Source: an optimization exercise on an open RTL-to-GDS flow (aim: small area and a short achievable clock period). Production flows keep margins and buffers that such runs may drop. The RTL was checked by simulation tests, not by an equivalence proof against the original design.

`design/flow/run.sh`:
```
#!/bin/bash
# synth_recipe.tcl (not shown) runs the flow's synth.tcl, then flattens the netlist and writes it again
# the make line also repeats each setting of config.mk as NAME=value (left out here)
make -C /OpenROAD-flow-scripts/flow DESIGN_CONFIG=/design/flow/config.mk WORK_HOME=/design/flow/orfs CLKGATE_MAP_FILE= SYNTH_SCRIPT=/design/flow/synth_recipe.tcl finish
```
`design/flow/design.v`:
```
module cinema_system(
    input clk,
    input reset,
    input [1:0] theater_id,     
    input [3:0] row,
    input [3:0] col,
    input book_seat,
    input cancel_seat,
    input [1:0] seat_category,  
    input [1:0] time_slot,      
    input [2:0] day_type,       
    output reg [7:0] seat_status_out,
    output reg [7:0] total_booked,
    output reg [7:0] total_available,
    output reg [15:0] revenue,
    output reg [15:0] total_revenue
);
    parameter AVAILABLE = 1'b0;
    parameter BOOKED = 1'b1;
    parameter STANDARD = 2'b00;
    parameter PREMIUM = 2'b01;
    parameter VIP = 2'b10;
    parameter MORNING = 2'b00;
    parameter AFTERNOON = 2'b01;
    parameter EVENING = 2'b10;
    parameter WEEKDAY = 3'b000;
    parameter WEEKEND = 3'b001;
    parameter HOLIDAY = 3'b010;
    parameter BASE_STANDARD = 16'd150;
    parameter BASE_PREMIUM = 16'd200;
    parameter BASE_VIP = 16'd300;
    parameter MORNING_MULT = 8'd80;     
    parameter AFTERNOON_MULT = 8'd100;  
    parameter EVENING_MULT = 8'd120;    
    parameter WEEKDAY_MULT = 8'd100;    
    parameter WEEKEND_MULT = 8'd120;    
    parameter HOLIDAY_MULT = 8'd150;    
    reg [255:0] seat_status;
    reg [27:0] booked_count;
    reg [63:0] theater_revenue;
    reg [15:0] base_price;
    reg [7:0] time_multiplier;
    reg [7:0] day_multiplier;
    wire [15:0] calculated_price;
    reg [255:0] seat_status_n;
    reg [6:0] booked_n;
    reg [15:0] revenue_n;
    reg [15:0] total_revenue_n;
    wire in_range = (row < 8) && (col < 8);
    wire [7:0] seat_idx = {theater_id, row[2:0], col[2:0]};
    wire [4:0] row_idx = {theater_id, row[2:0]};
    always @(*) begin
        case(seat_category)
            STANDARD: base_price = BASE_STANDARD;
            PREMIUM: base_price = BASE_PREMIUM;
            VIP: base_price = BASE_VIP;
            default: base_price = BASE_STANDARD;
        endcase
        case(time_slot)
            MORNING: time_multiplier = MORNING_MULT;
            AFTERNOON: time_multiplier = AFTERNOON_MULT;
            EVENING: time_multiplier = EVENING_MULT;
            default: time_multiplier = AFTERNOON_MULT;
        endcase
        case(day_type)
            WEEKDAY: day_multiplier = WEEKDAY_MULT;
            WEEKEND: day_multiplier = WEEKEND_MULT;
            HOLIDAY: day_multiplier = HOLIDAY_MULT;
            default: day_multiplier = WEEKDAY_MULT;
        endcase
    end
    assign calculated_price = ({16'd0, base_price} * time_multiplier * day_multiplier) / 32'd10000;
    always @(*) begin
        seat_status_n = seat_status;
        booked_n = booked_count[theater_id*7 +: 7];
        revenue_n = theater_revenue[theater_id*16 +: 16];
        total_revenue_n = total_revenue;
        if (book_seat && in_range) begin
            if (!seat_status_n[seat_idx]) begin
                seat_status_n[seat_idx] = BOOKED;
                booked_n = booked_n + 1;
                revenue_n = revenue_n + calculated_price;
                total_revenue_n = total_revenue_n + calculated_price;
            end
        end
        if (cancel_seat && in_range) begin
            if (seat_status_n[seat_idx]) begin
                seat_status_n[seat_idx] = AVAILABLE;
                booked_n = booked_n - 1;
                revenue_n = revenue_n - calculated_price;
                total_revenue_n = total_revenue_n - calculated_price;
            end
        end
    end
    always @(posedge clk or posedge reset) begin
        if (reset) begin
            seat_status <= 256'd0;
            booked_count <= 28'd0;
            theater_revenue <= 64'd0;
            seat_status_out <= 8'd0;
            total_booked <= 8'd0;
            total_available <= 8'd64;
            revenue <= 16'd0;
            total_revenue <= 16'd0;
        end
        else begin
            seat_status <= seat_status_n;
            booked_count[theater_id*7 +: 7] <= booked_n;
            theater_revenue[theater_id*16 +: 16] <= revenue_n;
            total_revenue <= total_revenue_n;
            total_booked <= {1'b0, booked_n};
            total_available <= 8'd64 - {1'b0, booked_n};
            revenue <= revenue_n;
            seat_status_out <= (row < 8) ? seat_status_n[row_idx*8 +: 8] : 8'd0;
        end
    end
endmodule
```
`design/flow/config.mk`:
```
export PLATFORM = sky130hd
export DESIGN_NAME = cinema_system
export DESIGN_NICKNAME = cinema_system
export VERILOG_FILES = /design/flow/design.v
export SDC_FILE = /design/flow/constraint.sdc
export NUM_CORES = 4
export LEC_CHECK = 0
export CAP_MARGIN = 20
export CORE_MARGIN = 2
export CORE_UTILIZATION = 40
export SLEW_MARGIN = 20
```
`design/flow/constraint.sdc`:
```
create_clock -name core_clock -period 32.0 [get_ports {clk}]
set_input_delay 6.4000 -clock core_clock [delete_from_list [all_inputs] [get_ports {clk}]]
set_output_delay 6.4000 -clock core_clock [all_outputs]
set_load 0.01 [all_outputs]
```
==> results of run 1 <==
==> cells by family after synthesis <==
family          count (synthesis)  share of synthesized area
mux                           283                      0.152
xor+xnor                      149                     0.0389
fa+ha+maj                     251                      0.107
flops                         402                      0.287
compound gates               1347                      0.242
simple gates                  817                      0.115
buf+inv                       524                     0.0583
other cells                     1                   0.000107
==> stage by stage <==
step | setup WS [ns] | hold WS [ns] | TNS [ns]
2_1_floorplan | 1.56 | 0.501 | 0
3_3_place_gp | -0.0680 | 0.511 | -0.239
3_5_place_dp | -0.320 | 0.519 | -3.21
4_1_cts | 0.185 | 0.529 | 0
5_1_grt | -0.149 | 0.540 | -1.10
6_report | 1.31 | 0.527 | 0
==> synth_stat cells (all sizes together), types with 46 or more instances <==
library cell | number | area (um^2)
a211oi | 54 | 428
a21oi | 692 | 3500
and2 | 87 | 544
buf | 55 | 263
clkbuf | 179 | 689
dfrtp | 401 | 10000
fa | 82 | 1640
ha | 166 | 2080
inv | 289 | 1090
mux2i | 53 | 534
mux4 | 196 | 4410
nand2 | 203 | 764
nand3 | 58 | 290
nor2 | 243 | 917
nor3 | 54 | 313
o21ai | 119 | 607
o22ai | 108 | 676
xnor2 | 103 | 936
xor2 | 46 | 429
==> tightest hold or removal path: stages (launching register included) <==
cell     delay, ns
dfrtp_1       0.37
inv_1         0.05
o22ai_1       0.06
==> layout make-up <==
| class | instances | area (um^2) |
|---|---|---|
| Clock buffer | 60 | 1240 |
| Clock inverter | 20 | 249 |
| Fill cell | 8293 | 46700 |
| Inverter | 290 | 1100 |
| Multi-Input combinational cell | 2849 | 24000 |
| Sequential cell | 402 | 10100 |
| Tap cell | 1155 | 1450 |
| Timing Repair Buffer | 257 | 2100 |
==> state kept, by name (all words and copies together) (netlist names) <==
register         count
seat_status        256
theater_revenue     64
booked_count        28
revenue             16
total_revenue       16
seat_status_out      8
total_available      8
total_booked         6
==> routing by layer <==
layer,GRT usage,vias to the layer above,part of all wire
met1,0.362,15500,0.42
met4,0.108,2,0.049
met2,0.404,1626,0.45
li1,-,14200,-
met3,0.0488,251,0.089
met5,0,-,0.00011
==> worst min path at each step <==
stage / from / end / slack (ns) / cells past startpoint
floorplan: theater_revenue[1] / theater_revenue[1] / 0.50 / 2
global route: booked_count[5] / booked_count[5] / 0.54 / 2
global placement: theater_revenue[10] / theater_revenue[10] / 0.51 / 2
CTS: booked_count[2] / booked_count[2] / 0.53 / 2
detailed placement: theater_revenue[9] / theater_revenue[9] / 0.52 / 2
finish: theater_revenue[9] / theater_revenue[9] / 0.53 / 2
==> timing repair <==
action,4_1_cts,5_1_grt
setup endpoints to repair,0,76
resized for setup,0,171
setup buffers,0,26
==> placed cells by master (no fill, tap or decap), types with 25 or more instances in the layout <==
master / count
a21oi_1: 671
dfrtp_1: 401
inv_1: 279
nor2_1: 231
nand2_1: 200
mux4_2: 196
buf_4: 184
ha_1: 162
o22ai_1: 105
xnor2_1: 90
o21ai_0: 85
and2_1: 84
fa_1: 82
clkdlybuf4s50_1: 67
nand3_1: 56
mux2i_1: 46
a211oi_1: 44
xor2_1: 44
clkbuf_16: 44
nor3_1: 37
a221o_1: 37
mux2_2: 33
a21o_1: 28
o211ai_1: 27
o21bai_1: 25
==> results.json, run 1 <==
{
  "dpl.cell_count": 4927,
  "critPathSlowestCell": "or4_4",
  "syn2layout_area_growth_pct": 14.5,
  "r2r_setup_slack_ns": 21.85,
  "die_h_um": 300,
  "min_period_over_period": 0.959,
  "diodes": 0,
  "grt_pass1_vias": 30300,
  "dieArea_um2": 90100,
  "finalSetupViolCount": 0,
  "drive_above_1_share": 0.185,
  "fin_nets": 4113,
  "worstPathRequired_ns": 32.42,
  "viasPerCell": 6.28,
  "fin_crit_ns": 30.69,
  "cts.sinks": 402,
  "first_pass_iters": 6,
  "final_core_util": 0.462,
  "gp_congestion": 0.993,
  "arrival_ns": 31.12,
  "min_path_type": "reg -> reg",
  "endpoint_kind": "flip-flop",
  "drv_cap": 0,
  "drt_iter0_drc": 3341,
  "num_vias": 31600,
  "dp_hpwl_um": 86400,
  "cp_top_family": "compound AO/OA/AOI/OAI gates",
  "initial_core_util": 0.404,
  "routedWlPerCell_um": 23.8,
  "grt_max_degree": 116,
  "tritoncts": "built",
  "fin_cells": 5033,
  "clk_pin_slew_ns": 0.06,
  "clockBufferDepth": 3,
  "worst_pin_slew_ns": 1.17,
  "status": "complete, no violations",
  "port_buffers": 75,
  "crit_fanout": 11,
  "grt.total_usage": 0.262,
  "drc_errors": 0,
  "r2r-end": "seat_status_out[7]",
  "drv_slew": 0,
  "grt_pass1_wl_um": 184000,
  "skew_ns": 0.0353,
  "wl_um": 120000,
  "critPathLaunchType": "input port",
  "root_buffer": "clkbuf_16",
  "rr_startpoint": "seat_status[128]",
  "synth-edff-count": 0,
  "h-tree-depth": 2,
  "synth-main-ff-cell": "dfrtp_1",
  "path_class": "in -> reg",
  "synthArstFlopShare": 1.00,
  "yosysWarnings": 1,
  "crit_end": "theater_revenue[63]",
  "startpoint": "seat_category[0]",
  "worst-r2r-cell-count": 26,
  "post_dp_cell_area_um2": 37600,
  "ys_seq_area_frac": 0.287,
  "fin_area_um2": 40200,
  "netlist_instances": 3774,
  "maxSlewHeadroom": 0.218,
  "cpPeakStageDelay_ns": 0.57,
  "num_rows": 108,
  "avgSynthCellArea_um2": 9.30,
  "hold_viol": 0,
  "cp.depth": 107,
  "yosysUniqueCellTypes": 127,
  "ant_nets": 0,
  "die_w_um": 300,
  "cp.buffers_inverters": 15,
  "overflow": 0,
  "antenna_found_initial": 1,
  "coreArea_um2": 86900,
  "netlist_area_um2": 35100,
  "clock.fmax_ghz": 0.0326,
  "numCtsBuffers": 44,
  "clk_latency_ns": 0.62,
  "ioPinCount": 77,
  "cts_hold_buf": 0,
  "synth-seq-cells": 402
}
==> inputs of run 2 (changes only) <==
==> design/flow/design.v (replaced) <==
module cinema_system(
    input clk,
    input reset,
    input [1:0] theater_id,     
    input [3:0] row,
    input [3:0] col,
    input book_seat,
    input cancel_seat,
    input [1:0] seat_category,  
    input [1:0] time_slot,      
    input [2:0] day_type,       
    output [7:0] seat_status_out,
    output [7:0] total_booked,
    output [7:0] total_available,
    output [15:0] revenue,
    output [15:0] total_revenue
);
    reg [255:0] seat_status;
    reg [6:0]  cnt0, cnt1, cnt2, cnt3;
    reg [15:0] rev0, rev1, rev2, rev3;
    reg [15:0] trev;
    reg [1:0]  p_theater;
    reg [9:0]  p_price;
    reg        p_add, p_sub;
    reg [7:0]  status_q;
    reg [9:0] price;
    always @(*) begin
        case ({seat_category == 2'd2 ? 2'd2 : seat_category == 2'd1 ? 2'd1 : 2'd0,
               time_slot == 2'd0 ? 2'd0 : time_slot == 2'd2 ? 2'd2 : 2'd1,
               day_type == 3'd1 ? 2'd1 : day_type == 3'd2 ? 2'd2 : 2'd0})
            6'b00_00_00: price = 10'd120;
            6'b00_00_01: price = 10'd144;
            6'b00_00_10: price = 10'd180;
            6'b00_01_00: price = 10'd150;
            6'b00_01_01: price = 10'd180;
            6'b00_01_10: price = 10'd225;
            6'b00_10_00: price = 10'd180;
            6'b00_10_01: price = 10'd216;
            6'b00_10_10: price = 10'd270;
            6'b01_00_00: price = 10'd160;
            6'b01_00_01: price = 10'd192;
            6'b01_00_10: price = 10'd240;
            6'b01_01_00: price = 10'd200;
            6'b01_01_01: price = 10'd240;
            6'b01_01_10: price = 10'd300;
            6'b01_10_00: price = 10'd240;
            6'b01_10_01: price = 10'd288;
            6'b01_10_10: price = 10'd360;
            6'b10_00_00: price = 10'd240;
            6'b10_00_01: price = 10'd288;
            6'b10_00_10: price = 10'd360;
            6'b10_01_00: price = 10'd300;
            6'b10_01_01: price = 10'd360;
            6'b10_01_10: price = 10'd450;
            6'b10_10_00: price = 10'd360;
            6'b10_10_01: price = 10'd432;
            6'b10_10_10: price = 10'd540;
            default:     price = 10'bx;
        endcase
    end
    wire       row_ok = ~row[3];
    wire       col_ok = ~col[3];
    wire [4:0] row_idx = {theater_id, row[2:0]};
    wire [7:0] row_old = seat_status[row_idx*8 +: 8];
    wire [7:0] col_sel = (8'd1 << col[2:0]) & {8{row_ok & col_ok}};
    wire       old_bit = |(row_old & col_sel);
    wire       new_bit = ~cancel_seat & (old_bit | book_seat);
    wire [7:0] row_new = (row_old & ~col_sel) | (col_sel & {8{new_bit}});
    wire       op_add = |col_sel & ~old_bit & book_seat & ~cancel_seat;
    wire       op_sub = |col_sel & old_bit & cancel_seat;
    reg [6:0]  cnt_sel;
    reg [15:0] rev_sel;
    always @(*) begin
        case (p_theater)
            2'd0: begin cnt_sel = cnt0; rev_sel = rev0; end
            2'd1: begin cnt_sel = cnt1; rev_sel = rev1; end
            2'd2: begin cnt_sel = cnt2; rev_sel = rev2; end
            default: begin cnt_sel = cnt3; rev_sel = rev3; end
        endcase
    end
    wire [15:0] delta = p_sub ? ~{6'd0, p_price} : {6'd0, p_price & {10{p_add}}};
    wire [15:0] rev_now  = rev_sel + delta + {15'd0, p_sub};
    wire [15:0] trev_now = trev + delta + {15'd0, p_sub};
    wire [6:0]  cnt_now  = cnt_sel + {{6{p_sub}}, p_add | p_sub};
    assign seat_status_out = status_q;
    assign total_booked    = {1'b0, cnt_now};
    assign total_available = 8'd64 - {1'b0, cnt_now};
    assign revenue         = rev_now;
    assign total_revenue   = trev_now;
    integer i;
    always @(posedge clk or posedge reset) begin
        if (reset) begin
            seat_status <= 256'd0;
            cnt0 <= 7'd0; cnt1 <= 7'd0; cnt2 <= 7'd0; cnt3 <= 7'd0;
            rev0 <= 16'd0; rev1 <= 16'd0; rev2 <= 16'd0; rev3 <= 16'd0;
            trev <= 16'd0;
            p_theater <= 2'd0;
            p_price <= 10'd0;
            p_add <= 1'b0;
            p_sub <= 1'b0;
            status_q <= 8'd0;
        end else begin
            for (i = 0; i < 32; i = i + 1)
                if (row_idx == i) seat_status[i*8 +: 8] <= row_new;
            case (p_theater)
                2'd0: begin cnt0 <= cnt_now; rev0 <= rev_now; end
                2'd1: begin cnt1 <= cnt_now; rev1 <= rev_now; end
                2'd2: begin cnt2 <= cnt_now; rev2 <= rev_now; end
                default: begin cnt3 <= cnt_now; rev3 <= rev_now; end
            endcase
            trev <= trev_now;
            p_theater <= theater_id;
            p_price <= price;
            p_add <= op_add;
            p_sub <= op_sub;
            status_q <= row_ok ? row_new : 8'd0;
        end
    end
endmodule
==> run 2 against run 1 <==
Still clean. First-iteration DRC count decreased by 76%. Worst hold slack got worse by 0.055 ns. Critical path depth decreased by 92. Synthesized cell count decreased by 51%. Setup slack improved by 19 ns. Critical endpoint is now revenue[14]. Largest cell class is now sequential cells. Highest routed layer is now met4.
==> results.json, run 2 <==
{
  "min_period_over_period": 0.370,
  "initial_core_util": 0.404,
  "h-tree-depth": 2,
  "maxSlewHeadroom": 0.299,
  "num_rows": 80,
  "yosysTopAreaCellShare": 0.501,
  "synth_area_leader_cell": "dfrtp_1",
  "numCtsBuffers": 43,
  "finalSetupViolCount": 0,
  "clock.fmax_ghz": 0.0846,
  "fin_crit_ns": 11.83,
  "first_pass_iters": 5,
  "synth-main-ff-cell": "dfrtp_1",
  "drv_cap": 0,
  "synth-edff-count": 0,
  "overflow": 0,
  "viasPerCell": 5.36,
  "ys_seq_area_frac": 0.501,
  "ant_nets": 0,
  "critPathLaunchType": "flip-flop",
  "wl_um": 46100,
  "synth-seq-cells": 386,
  "fin_nets": 1922,
  "die_w_um": 223,
  "synth.area.top_cells": "dfrtp_1, nand2_1, mux4_2",
  "hold_viol": 0,
  "path_class": "reg -> out",
  "cts_resized": 0,
  "drv_slew": 0,
  "layout_common_cells": "nand2_1, dfrtp_1, o21ai_0",
  "rsz0062_at_grt": "false",
  "n_fill_cell": 4505,
  "synthTopCellsByCount": "nand2_1, dfrtp_1, o21ai_0",
  "drive_above_1_share": 0.161,
  "ioPinCount": 77,
  "netlist_area_um2": 19300,
  "dieArea_um2": 49900,
  "coreArea_um2": 47600,
  "port_buffers": 75,
  "largest_reg_flops": 256,
  "grt_pass1_vias": 13600,
  "yosysUniqueCellTypes": 61,
  "drt_iter0_drc": 806,
  "endpoint_kind": "primary output",
  "tritoncts": "built",
  "drc_errors": 0,
  "yosysMostFrequentCell": "nand2_1",
  "routedWlPerCell_um": 18.4,
  "fin_tns_setup_ns": 0,
  "min_path_type": "reg -> reg",
  "clk_pin_slew_ns": 0.06,
  "root_buffer": "clkbuf_16",
  "hold_ws_ns": 0.472,
  "cts.sinks": 386,
  "arrival_ns": 5.43,
  "die_h_um": 223,
  "diodes": 0,
  "gp_congestion": 0.859,
  "worstPathRequired_ns": 25.60,
  "top_register": "seat_status",
  "syn2layout_area_growth_pct": 11.9,
  "post_cts_buffers": 0,
  "dp_hpwl_um": 30300,
  "grt_pass1_wl_um": 75300,
  "antenna_found_initial": 0,
  "final_common_cell": "nand2_1",
  "skew_ns": 0.0222,
  "yosysWarnings": 1,
  "grt.total_usage": 0.190,
  "grt_max_degree": 178,
  "synthArstFlopShare": 1.00,
  "num_vias": 13400,
  "clockBufferDepth": 3,
  "status": "complete, no violations",
  "crit_fanout": 23,
  "netlist_instances": 1850,
  "cts_hold_buf": 0,
  "avgSynthCellArea_um2": 10.4,
  "worst_pin_slew_ns": 1.05,
  "clk_latency_ns": 0.57
}
run 2: changes by cell type after synthesis, moves of 77 or more:
| cell | before | now |
|---|---|---|
| a21oi_1 | 683 | 36 |
| inv_1 | 282 | 44 |
| nand2_1 | 202 | 423 |
| nor2_1 | 241 | 43 |
| mux4_2 | 196 | 63 |
| ha_1 | 166 | 38 |
| o21ai_0 | 96 | 213 |
| o21ai_2 | 3 | 111 |
| o22ai_1 | 108 | 17 |
| clkbuf_1 | 165 | 84 |
| and2_1 | 85 | 5 |
| xnor2_1 | 100 | 22 |
| fa_1 | 82 | 5 |
run 2: cell families after synthesis:
group | after synthesis | synth area share
muxes | 123 | 0.107
xor gates and xnor gates | 41 | 0.0186
DFF | 386 | 0.501
and+or+nand+nor | 565 | 0.121
adders and majority gates | 44 | 0.0304
other | 1 | 0.000195
buffers and inverters | 176 | 0.0462
AOI/OAI and AO/OA | 514 | 0.175
run 2: routing by layer:
metal	wire length, um	GRT usage	vias up
li1	-	-	6529
met1	21100	0.258	6586
met2	22000	0.315	236
met3	1660	0.0253	70
met4	1300	0.0637	0
met5	0	0	-
run 2: area by class of cell:
class	count	area (um^2)	share of cell area
Clock buffer	62	1240	0.0575
Clock inverter	12	81.3	0.00377
Inverter	45	176	0.00819
Multi-Input combinational cell	1288	8720	0.405
Sequential cell	386	9660	0.448
Tap cell	615	769	0.0357
Timing Repair Buffer	94	902	0.0419
run 2: through the flow:
| stage | std cells | instance area [um^2] | setup slack, ns | utilization |
|---|---|---|---|---|
| floorplan | 1850 | 19300 | 14.87 | - |
| global placement | 2428 | 20200 | 20.37 | 0.424 |
| detailed placement | 2428 | 20200 | 20.26 | 0.425 |
| CTS | 2502 | 21500 | 19.65 | 0.452 |
| global route | 2502 | 21600 | 19.83 | 0.452 |
| finish | 2502 | 21600 | 20.17 | 0.452 |
run 2: worst max-delay path, stage by stage, from the launching register on:
cell and delay, ns:
dfrtp_2 0.77, nor2b_1 0.30, nand2_1 0.13, o21ai_0 0.20
fa_1 0.48, inv_1 0.10, fa_1 0.21, nor2b_1 0.05
o21ai_0 0.25, a21boi_0 0.19, o41ai_1 0.54, o211ai_1 0.29
a31o_2 0.29, a211oi_1 0.48, inv_1 0.09, clkdlybuf4s50_1 0.49
run 2: worst paths after layout:
path | cells past startpoint | slack (ns) | from | end
worst max register to register | 14 | 27.39 | p_sub | rev0[14]
worst max-delay path | 15 | 20.17 | p_sub | revenue[14]
worst min-delay path | 2 | 0.47 | seat_status[63] | seat_status[63]
max in group asynchronous | 3 | 24.06 | reset | seat_status[104]
min in group asynchronous | 2 | 6.47 | reset | cnt1[0]
worst min register to register | 2 | 0.47 | seat_status[63] | seat_status[63]

[what the ideal ports hide]
The flow's constraints put no driver on any port. The routed layouts listed below were extracted and timed again, unchanged, in two steps. Step 1 (the two cells are an assumption about what drives the block):
set clk [get_ports {clk}]
set_driving_cell -lib_cell sky130_fd_sc_hd__clkbuf_16 $clk
set_driving_cell -lib_cell sky130_fd_sc_hd__buf_2 [delete_from_list [all_inputs] $clk]
Step 2 also shifts input and output timing later by t, the mid clock arrival at the registers, as if the neighbouring blocks saw the same clock. Three values: ideal ports, drivers, drivers and shift; two values: the first two.
| run | t, ns | setup slack, ns | worst register clock-pin slew, ns | worst slew at a driven data input, ns | pins driven straight from the clock port |
|---|---|---|---|---|---|
| run 1 | 0.667 | 1.307 / 1.346 / 0.678 | 0.07 / 0.07 | 0.05 | 1 |
| run 2 | 0.607 | 20.174 / 20.124 / 20.341 | 0.06 / 0.06 | 0.07 | 1 |
After both steps setup and hold are still met in every run listed. For run 1, which loses most, drivers alone change the setup slack by +0.039 ns; drivers and shift together by -0.629 ns.
